From an optimization exercise on the open Yosys and OpenROAD flow, aimed at small area, a short achievable clock period and few clock cycles per item; shortcuts taken in it are not production practice.
Where RTL was checked, it was by simulation tests only, not by an equivalence proof against the original.
No driver is modelled on the clock port, so clocking that relies on it looks cheaper here than on a real chip.

==> flow/design.v <==
module skinny_top (
    input               clock,
    input               reset,
    input               start,
    input [7:0]         input_plaintext,
    input [23:0]        input_tweakey,
    output              ready,
    output              done,
    output [127:0]      ciphertext
);
    reg [127:0] st;      
    reg [383:0] tk;      
    reg         loading;
    reg [3:0]   lcnt;
    reg         busy;
    reg [5:0]   rc;
    reg         done_r;
    reg         ready_r;
    reg         idle_n;      
    wire last = (rc == 6'h0A);    
    assign ready      = ready_r;
    assign done       = done_r;
    assign ciphertext = st;
    reg loading_n, busy_n;
    always @(*) begin
        loading_n = loading;
        busy_n    = busy;
        if (loading) begin
            if (lcnt == 4'd15) begin
                loading_n = 1'b0;
                busy_n    = 1'b1;
            end
        end else if (busy) begin
            if (last)
                busy_n = 1'b0;
        end else if (start) begin
            loading_n = 1'b1;
        end
    end
    always @(posedge clock or posedge reset) begin
        if (reset) begin
            loading <= 1'b0;
            lcnt    <= 4'd0;
            busy    <= 1'b0;
            rc      <= 6'd0;
            done_r  <= 1'b0;
            ready_r <= 1'b0;
            idle_n  <= 1'b1;
        end else begin
            done_r  <= busy & last;
            loading <= loading_n;
            busy    <= busy_n;
            idle_n  <= ~busy_n;
            ready_r <= ~loading_n & ~busy_n;
            lcnt    <= loading ? lcnt + 4'd1 : 4'd1;
            rc      <= busy ? {rc[4:0], rc[5] ^ rc[4] ^ 1'b1} : 6'h01;
        end
    end
    wire [127:0] st_rnd = round(st, tk, rc);
    wire [383:0] tk_rnd = {tk_sched1(tk[383:256]), tk_sched2(tk[255:128]), tk_sched3(tk[127:0])};
    always @(posedge clock) begin
        st <= ({128{busy}} & st_rnd) | ({128{idle_n}} & {st[119:0], input_plaintext});
        tk <= ({384{busy}} & tk_rnd) | ({384{idle_n}} & {tk[359:0], input_tweakey});
    end
    function [7:0] sbox;
        input [7:0] a;
        reg x0, x1, x2, x3, x4, x5, x6, x7;
        begin
            {x7, x6, x5, x4, x3, x2, x1, x0} = a;
            x0 = x0 ^ ~(x2 | x3);
            x4 = x4 ^ ~(x6 | x7);
            x5 = x5 ^ ~(x0 | x4);
            x6 = x6 ^ ~(x1 | x2);
            x7 = x7 ^ ~(x5 | x6);
            x1 = x1 ^ ~(x3 | x0);
            x2 = x2 ^ ~(x7 | x1);
            x3 = x3 ^ ~(x4 | x5);
            sbox = {x5, x4, x0, x3, x1, x6, x7, x2};
        end
    endfunction
    function [127:0] round;
        input [127:0] s;
        input [383:0] k;
        input [5:0]   c;
        reg [7:0] e [0:15];    
        reg [7:0] l [0:15];    
        reg [7:0] ne [0:15];
        reg [7:0] nl [0:15];
        reg x0, x1, x2, x3, x4, x5, x6, x7, y0, y1, y2;
        integer i;
        begin
            for (i = 0; i < 16; i = i + 1) begin
                {x7, x6, x5, x4, x3, x2, x1, x0} = s[127 - 8*i -: 8];
                x0 = x0 ^ ~(x2 | x3);
                x4 = x4 ^ ~(x6 | x7);
                x5 = x5 ^ ~(x0 | x4);
                x6 = x6 ^ ~(x1 | x2);
                y0 = ~(x5 | x6);           
                x1 = x1 ^ ~(x3 | x0);
                y1 = ~((x7 ^ y0) | x1);    
                y2 = ~(x4 | x5);           
                e[i] = {x5, x4, x0, x3, x1, x6, x7, x2};
                l[i] = {3'b0, y2, 2'b0, y0, y1};
            end
            e[0] = e[0] ^ {4'h0, c[3:0]};
            e[4] = e[4] ^ {6'h00, c[5:4]};
            e[8] = e[8] ^ 8'h02;
            for (i = 0; i < 8; i = i + 1)
                e[i] = e[i] ^ k[383 - 8*i -: 8] ^ k[255 - 8*i -: 8] ^ k[127 - 8*i -: 8];
            for (i = 0; i < 4; i = i + 1) begin
                ne[i]      = e[i];                   nl[i]      = l[i];
                ne[4 + i]  = e[4  + ((i + 3) % 4)];  nl[4 + i]  = l[4  + ((i + 3) % 4)];
                ne[8 + i]  = e[8  + ((i + 2) % 4)];  nl[8 + i]  = l[8  + ((i + 2) % 4)];
                ne[12 + i] = e[12 + ((i + 1) % 4)];  nl[12 + i] = l[12 + ((i + 1) % 4)];
            end
            for (i = 0; i < 4; i = i + 1) begin
                round[127 - 8*i -: 8]      = (nl[i] ^ nl[8+i]) ^ (nl[12+i] ^ (ne[i] ^ ne[8+i] ^ ne[12+i]));
                round[127 - 8*(4+i) -: 8]  = nl[i] ^ ne[i];
                round[127 - 8*(8+i) -: 8]  = (nl[4+i] ^ nl[8+i]) ^ (ne[4+i] ^ ne[8+i]);
                round[127 - 8*(12+i) -: 8] = (nl[i] ^ nl[8+i]) ^ (ne[i] ^ ne[8+i]);
            end
        end
    endfunction
    function [127:0] tk_perm;
        input [127:0] t;
        begin
            tk_perm = {t[55:48], t[7:0], t[63:56], t[23:16],
                       t[47:40], t[15:8], t[31:24], t[39:32],
                       t[127:64]};
        end
    endfunction
    function [127:0] tk_sched1;
        input [127:0] t;
        begin
            tk_sched1 = tk_perm(t);
        end
    endfunction
    function [127:0] tk_sched2;
        input [127:0] t;
        reg [127:0] p;
        integer i;
        begin
            p = tk_perm(t);
            for (i = 0; i < 8; i = i + 1)
                p[127 - 8*i -: 8] = {p[126 - 8*i -: 7], p[127 - 8*i] ^ p[125 - 8*i]};
            tk_sched2 = p;
        end
    endfunction
    function [127:0] tk_sched3;
        input [127:0] t;
        reg [127:0] p;
        integer i;
        begin
            p = tk_perm(t);
            for (i = 0; i < 8; i = i + 1)
                p[127 - 8*i -: 8] = {p[120 - 8*i] ^ p[126 - 8*i], p[127 - 8*i -: 7]};
            tk_sched3 = p;
        end
    endfunction
endmodule
clock: 10.0 ns
lec_check: 0
cap_margin: 20
core_margin: 2
core_utilization: 55
cts_cluster_diameter: 120
cts_cluster_size: 24
slew_margin: 20
standard.sh (not shown) runs the stock make flow with config.mk's settings and CLKGATE_MAP_FILE= SYNTH_SCRIPT=/design/flow/synth_recipe.tcl, a recipe that flattens the netlist after the stock synthesis.
==> flow/flow/run.sh <==
#!/bin/bash
# Standard ORFS layout (the standard.sh), with the resizer asked to aim for
# a setup slack margin of 7.05 ns, so it works the critical paths harder.
set -euo pipefail
bash standard.sh SETUP_SLACK_MARGIN=7.05 POST_CTS_TCL=$PWD/flow/rm_root.tcl finish > standard_flow.log 2>&1
==> flow/flow/rm_root.tcl <==
# After CTS: take out the root clock buffer, so the clock port drives the
# first level of the clock tree (2 buffers) directly. Every register's clock
# passes the same number of buffers as before.
set block [ord::get_db_block]
set root [$block findInst clkbuf_0_clock]
if { $root != "NULL" } {
  set in_net [[$root findITerm A] getNet]
  set out_net [[$root findITerm X] getNet]
  set loads {}
  foreach it [$out_net getITerms] {
    if { [$it getInst] != $root } { lappend loads $it }
  }
  if { [llength $loads] <= 4 } {
    foreach it $loads {
      $it disconnect
      $it connect $in_net
    }
    odb::dbInst_destroy $root
    odb::dbNet_destroy $out_net
    puts "rm_root: clock port now drives [llength $loads] clock buffers directly"
  } else {
    puts "rm_root: root buffer drives [llength $loads] cells, left in place"
  }
}
The starting point finished clean.
Testbench counts at the start, summed over its fixed seeds: cycles 27,656, items 384.
Next try:
--- a/flow/design.v
+++ b/flow/design.v
@@ -16,8 +16,10 @@
     reg [5:0]   rc;
     reg         done_r;
     reg         ready_r;
     reg         idle_n;      
+    reg  [3:0]  bsel, isel;
+    wire        go = loading & (lcnt == 4'd15);
     wire last = (rc == 6'h0A);    
     assign ready      = ready_r;
     assign done       = done_r;
     assign ciphertext = st;
@@ -45,23 +47,29 @@
             rc      <= 6'd0;
             done_r  <= 1'b0;
             ready_r <= 1'b0;
             idle_n  <= 1'b1;
+            bsel    <= 4'b0000;
+            isel    <= 4'b1111;
         end else begin
             done_r  <= busy & last;
             loading <= loading_n;
             busy    <= busy_n;
             idle_n  <= ~busy_n;
+            bsel    <= {4{go}} | (bsel & {4{~last}});
+            isel    <= ~({4{go}} | (~isel & {4{~last}}));
             ready_r <= ~loading_n & ~busy_n;
             lcnt    <= loading ? lcnt + 4'd1 : 4'd1;
             rc      <= busy ? {rc[4:0], rc[5] ^ rc[4] ^ 1'b1} : 6'h01;
         end
     end
     wire [127:0] st_rnd = round(st, tk, rc);
     wire [383:0] tk_rnd = {tk_sched1(tk[383:256]), tk_sched2(tk[255:128]), tk_sched3(tk[127:0])};
     always @(posedge clock) begin
-        st <= ({128{busy}} & st_rnd) | ({128{idle_n}} & {st[119:0], input_plaintext});
-        tk <= ({384{busy}} & tk_rnd) | ({384{idle_n}} & {tk[359:0], input_tweakey});
+        st <= ({128{bsel[0]}} & st_rnd) | ({128{isel[0]}} & {st[119:0], input_plaintext});
+        tk[383:256] <= ({128{bsel[1]}} & tk_rnd[383:256]) | ({128{isel[1]}} & tk[359:232]);
+        tk[255:128] <= ({128{bsel[2]}} & tk_rnd[255:128]) | ({128{isel[2]}} & tk[231:104]);
+        tk[127:0]   <= ({128{bsel[3]}} & tk_rnd[127:0])   | ({128{isel[3]}} & {tk[103:0], input_tweakey});
     end
     function [7:0] sbox;
         input [7:0] a;
         reg x0, x1, x2, x3, x4, x5, x6, x7;
Outcome: The changed run finished clean. Setup slack gets worse by 0.023 ns. Cell area is higher by 1.0%. Synthesized area is higher by 1.1%. Global-route usage is lower by 1.5 points. Clock-buffer cell count is higher by 2. Wire length is lower by 0.59%.
Only the layout flow was run in the second run of this note; the RTL was not checked for function there.

## static timing again, ports no longer ideal
No port has a modelled driver above. Below, the same layouts with a new extraction and two added sets of constraints. Step 1 (the two cells are an assumption about what drives the block):
set clk [get_ports {clock}]
set_driving_cell -lib_cell sky130_fd_sc_hd__clkbuf_16 $clk
set_driving_cell -lib_cell sky130_fd_sc_hd__buf_2 [delete_from_list [all_inputs] $clk]
Step 2 adds t to the input delays and takes it off the output delays; t is the mean of the earliest and latest rising clock arrival at the registers after step 1. Input paths then give back, and output paths get back, about the clock's delay inside the block. Slacks: no drivers / after step 1 / after step 2; pairs: no drivers / after step 1.
run | t (ns) | setup slack, ns | hold WS [ns] | worst register clock-pin slew, ns | pins driven straight from the clock port
the first run | 0.510 | 7.016 / 6.946 / 7.078 | 0.448 / 0.448 / 0.448 | 0.11 / 0.11 | 2
the second run | 0.528 | 6.993 / 6.921 / 6.887 | 0.473 / 0.473 / 0.473 | 0.11 / 0.11 | 2
After both steps setup and hold are still met in every run listed. For the second run, which loses most, drivers alone change the setup slack by -0.072 ns; drivers and shift together by -0.106 ns. The worst setup slack also covers recovery checks on asynchronous resets.
